From an optimization exercise on the open Yosys and OpenROAD flow, aimed at small area, a short achievable clock period and few clock cycles per item; shortcuts taken in it are not production practice. The RTL was checked by simulation tests, not by an equivalence proof against the original design.

Design upsample_csc, start of the top module:
module upsample_csc (
    input  logic        clk,
    input  logic        resetn,
    input  logic        start,
    output logic        done,
    input  logic [15:0] sram_read_data,
    output logic [15:0] sram_write_data,
    output logic [17:0] sram_address,
    output logic        sram_we_n
);
logic        run;
logic        start_d;
logic [3:0]  k;           
logic [1:0]  lead;        
logic [6:0]  col;         
logic [15:0] yc;          
logic [15:0] ua;          
logic [17:0] ra;          
wire go = ~run & ~done & start & ~start_d;
wire k9 = (k == 4'd9);
always_ff @(posedge clk or negedge resetn) begin
    if (~resetn) begin
        run       <= 1'b0;
        start_d   <= 1'b0;
        done      <= 1'b0;
        sram_we_n <= 1'b1;
        k         <= 4'd0;
        lead      <= 2'd3;
    end else begin
        start_d <= start;
        if (go) begin
            run  <= 1'b1;
            k    <= 4'd0;
            lead <= 2'd3;
        end else if (run) begin
            k <= k9 ? 4'd0 : k + 4'd1;
            if (k9 && lead != 2'd0) lead <= lead - 2'd1;
        end
        if (~sram_we_n && (&sram_address)) begin
            done <= 1'b1;
            run  <= 1'b0;
        end
        sram_we_n <= ~(run && !(~sram_we_n && (&sram_address)) && lead == 2'd0 &&
                       (k >= 4'd3) && (k <= 4'd8));
    end
end
always_ff @(posedge clk) begin
    if (~run) begin                          
        sram_address <= 18'd65530;           
        yc  <= 16'd65531;
        ua  <= 16'd38400;                    
        ra  <= 18'd146926;                   
        col <= 7'd77;
    end else begin
        case (k)
            4'd9, 4'd2: begin                
                sram_address <= {2'b00, yc};
                yc <= yc + 16'd1;
            end
            4'd0: sram_address <= {2'b00, ua} + 18'd19199;    
            4'd1: begin                                       
                sram_address <= {2'b00, ua};
                ua <= ua + 16'd1;
            end
            default: begin                   
                sram_address <= ra;
                ra <= ra + 18'd1;
            end
        endcase
        if (k9) col <= (col == 7'd79) ? 7'd0 : col + 7'd1;
  ...
export LEC_CHECK = 0
export ABC_AREA = 1
export CAP_MARGIN = 20
export CORE_MARGIN = 2
export CORE_UTILIZATION = 40
export PLACE_DENSITY = 0.6
export SLEW_MARGIN = 20
create_clock -name core_clock -period 11.0 [get_ports {clk}]
standard.sh (not shown) runs the stock make flow with config.mk's settings and CLKGATE_MAP_FILE= SYNTH_SCRIPT=/design/flow/synth_recipe.tcl, a recipe that flattens the netlist after the stock synthesis.
==> flow/flow/run.sh <==
#!/bin/bash
# Own layout flow: the standard synthesis unchanged, then the standard ORFS steps with
# stronger timing repair (a larger setup margin, all endpoints) and faster port buffers.
# Each step's full output goes to a log file in the work folder.
set -euo pipefail
bash standard.sh synth > synth.log 2>&1
bash standard.sh SETUP_SLACK_MARGIN=9 TNS_END_PERCENT=100 \
     BUFFER_PORTS_ARGS="-buffer_cell sky130_fd_sc_hd__buf_4" finish > layout.log 2>&1
Testbench counts at the start, summed over its fixed seeds: cycles 960,155, pixels 384,000.
Rerun with:
--- a/flow/flow/run.sh
+++ b/flow/flow/run.sh
@@ -7 +7 @@
-bash standard.sh SETUP_SLACK_MARGIN=9 TNS_END_PERCENT=100 \
+bash standard.sh SETUP_SLACK_MARGIN=6.4 TNS_END_PERCENT=100 \
What happened: Final cell count goes down by 5.4%; die area stays the same; worst setup slack got worse by 0.077 ns; core utilization is lower by 7.4 points; clock skew is about the same; sequential share of layout area rose by 3.7 points; cell area goes down by 14%.

========
Another version of the RTL of upsample_csc (not shown whole).
Size in the first run: roughly 55 I/O pins, ~0.022 mm² of cells after synthesis.
export LEC_CHECK = 0
export ABC_AREA = 1
export CAP_MARGIN = 20
export CORE_MARGIN = 2
export CORE_UTILIZATION = 55
export CTS_CLUSTER_DIAMETER = 100
export CTS_CLUSTER_SIZE = 28
export PLACE_DENSITY = 0.7
export SLEW_MARGIN = 20
export SYNTH_HIERARCHICAL = 1
export SYNTH_MINIMUM_KEEP_SIZE = 0
create_clock -name core_clock -period 11.0 [get_ports {clk}]
==> flow/flow/run.sh <==
#!/bin/bash
# Own layout flow: the standard synthesis unchanged, then the standard ORFS steps with
# stronger timing repair (a larger setup margin, all endpoints) and faster port buffers.
# Each step's full output goes to a log file in the work folder.
set -euo pipefail
bash standard.sh synth > synth.log 2>&1
bash standard.sh SETUP_SLACK_MARGIN=7.5 TNS_END_PERCENT=100 \
     BUFFER_PORTS_ARGS="-buffer_cell sky130_fd_sc_hd__buf_4" finish > layout.log 2>&1
The baseline produced a clean layout.
Testbench counts at the start, summed over its fixed seeds: cycles 960,180, pixels 384,000.
Change:
Settings changed: ABC_AREA 1 to 0, CORE_UTILIZATION 55 to 65, PLACE_DENSITY 0.7 to 0.8.
Setup slack improves by 0.084 ns.
Die area is lower by about a fifth.
Via count is lower by a few percent.
Change:
==> flow/flow/run.sh (replaced) <==
#!/bin/bash
# Own layout flow: the standard synthesis unchanged, then the standard ORFS steps with
# stronger timing repair (a larger setup margin, all endpoints), faster port buffers and
# clock tree synthesis without dummy balancing loads.
# Each step's full output goes to a log file in the work folder.
set -euo pipefail
bash standard.sh synth > synth.log 2>&1
bash standard.sh SETUP_SLACK_MARGIN=7.5 TNS_END_PERCENT=100 \
     BUFFER_PORTS_ARGS="-buffer_cell sky130_fd_sc_hd__buf_4" \
     CTS_ARGS="-sink_clustering_enable -repair_clock_nets -sink_clustering_size 28 -sink_clustering_max_diameter 100 -dont_use_dummy_load" finish > layout.log 2>&1
Settings changed: CORE_UTILIZATION 65 to 55, PLACE_DENSITY 0.8 to 0.7.
Result: First-iteration DRC count decreases by 5.2%. Worst setup slack is better by 0.036 ns. Global-route usage fell by 4.0 points. Routed wire length rose by 1.2%.
Change:
==> flow/flow/run.sh (replaced) <==
#!/bin/bash
# Own layout flow: the standard synthesis unchanged, then the standard ORFS steps with
# stronger timing repair (a larger setup margin, all endpoints) and faster port buffers.
# Each step's full output goes to a log file in the work folder.
set -euo pipefail
bash standard.sh synth > synth.log 2>&1
bash standard.sh SETUP_SLACK_MARGIN=7.5 TNS_END_PERCENT=100 \
     BUFFER_PORTS_ARGS="-buffer_cell sky130_fd_sc_hd__buf_4" finish > layout.log 2>&1
What happened: Non-clock buffer count increases by 1; wire length increases by about 0.3%; register-to-register slack stays flat.

afterwards: timing with drivers on the ports:
The flow's constraints put no driver on any port. The routed layouts listed below were extracted and timed again, unchanged, in two steps.
Step 1 (the two cells are an assumption about what drives the block):
set clk [get_ports {clk}]
set_driving_cell -lib_cell sky130_fd_sc_hd__clkbuf_16 $clk
set_driving_cell -lib_cell sky130_fd_sc_hd__buf_2 [delete_from_list [all_inputs] $clk]
Step 2 adds t to the input delays and takes it off the output delays; t is the mean of the earliest and latest rising clock arrival at the registers after step 1. Input paths then give back, and output paths get back, about the clock's delay inside the block.
Slacks: ideal / step 1 / step 2; pairs: ideal / step 1.
| run | t (ns) | setup WS [ns] | worst setup path after step 2 | worst register clock-pin slew, ns | worst data-port slew with drivers (ns) |
|---|---|---|---|---|---|
| the first run of note 1 | 0.629 | 6.530 / 6.530 / 6.530 | register to register | 0.07 / 0.07 | 0.09 |
| the second run of note 1 | 0.636 | 6.453 / 6.453 / 6.453 | register to register | 0.07 / 0.07 | 0.04 |
| the first run of note 2 | 0.589 | 7.516 / 7.516 / 7.516 | register to register | 0.12 / 0.12 | 0.03 |
| the second run of note 2 | 0.595 | 7.600 / 7.600 / 7.600 | register to register | 0.11 / 0.11 | 0.04 |
| the third run of note 2 | 0.585 | 7.636 / 7.593 / 7.636 | register to register | 0.11 / 0.11 | 0.04 |
| the fourth run of note 2 | 0.599 | 7.628 / 7.582 / 7.628 | register to register | 0.11 / 0.11 | 0.04 |
After both steps setup and hold are still met in every run listed.
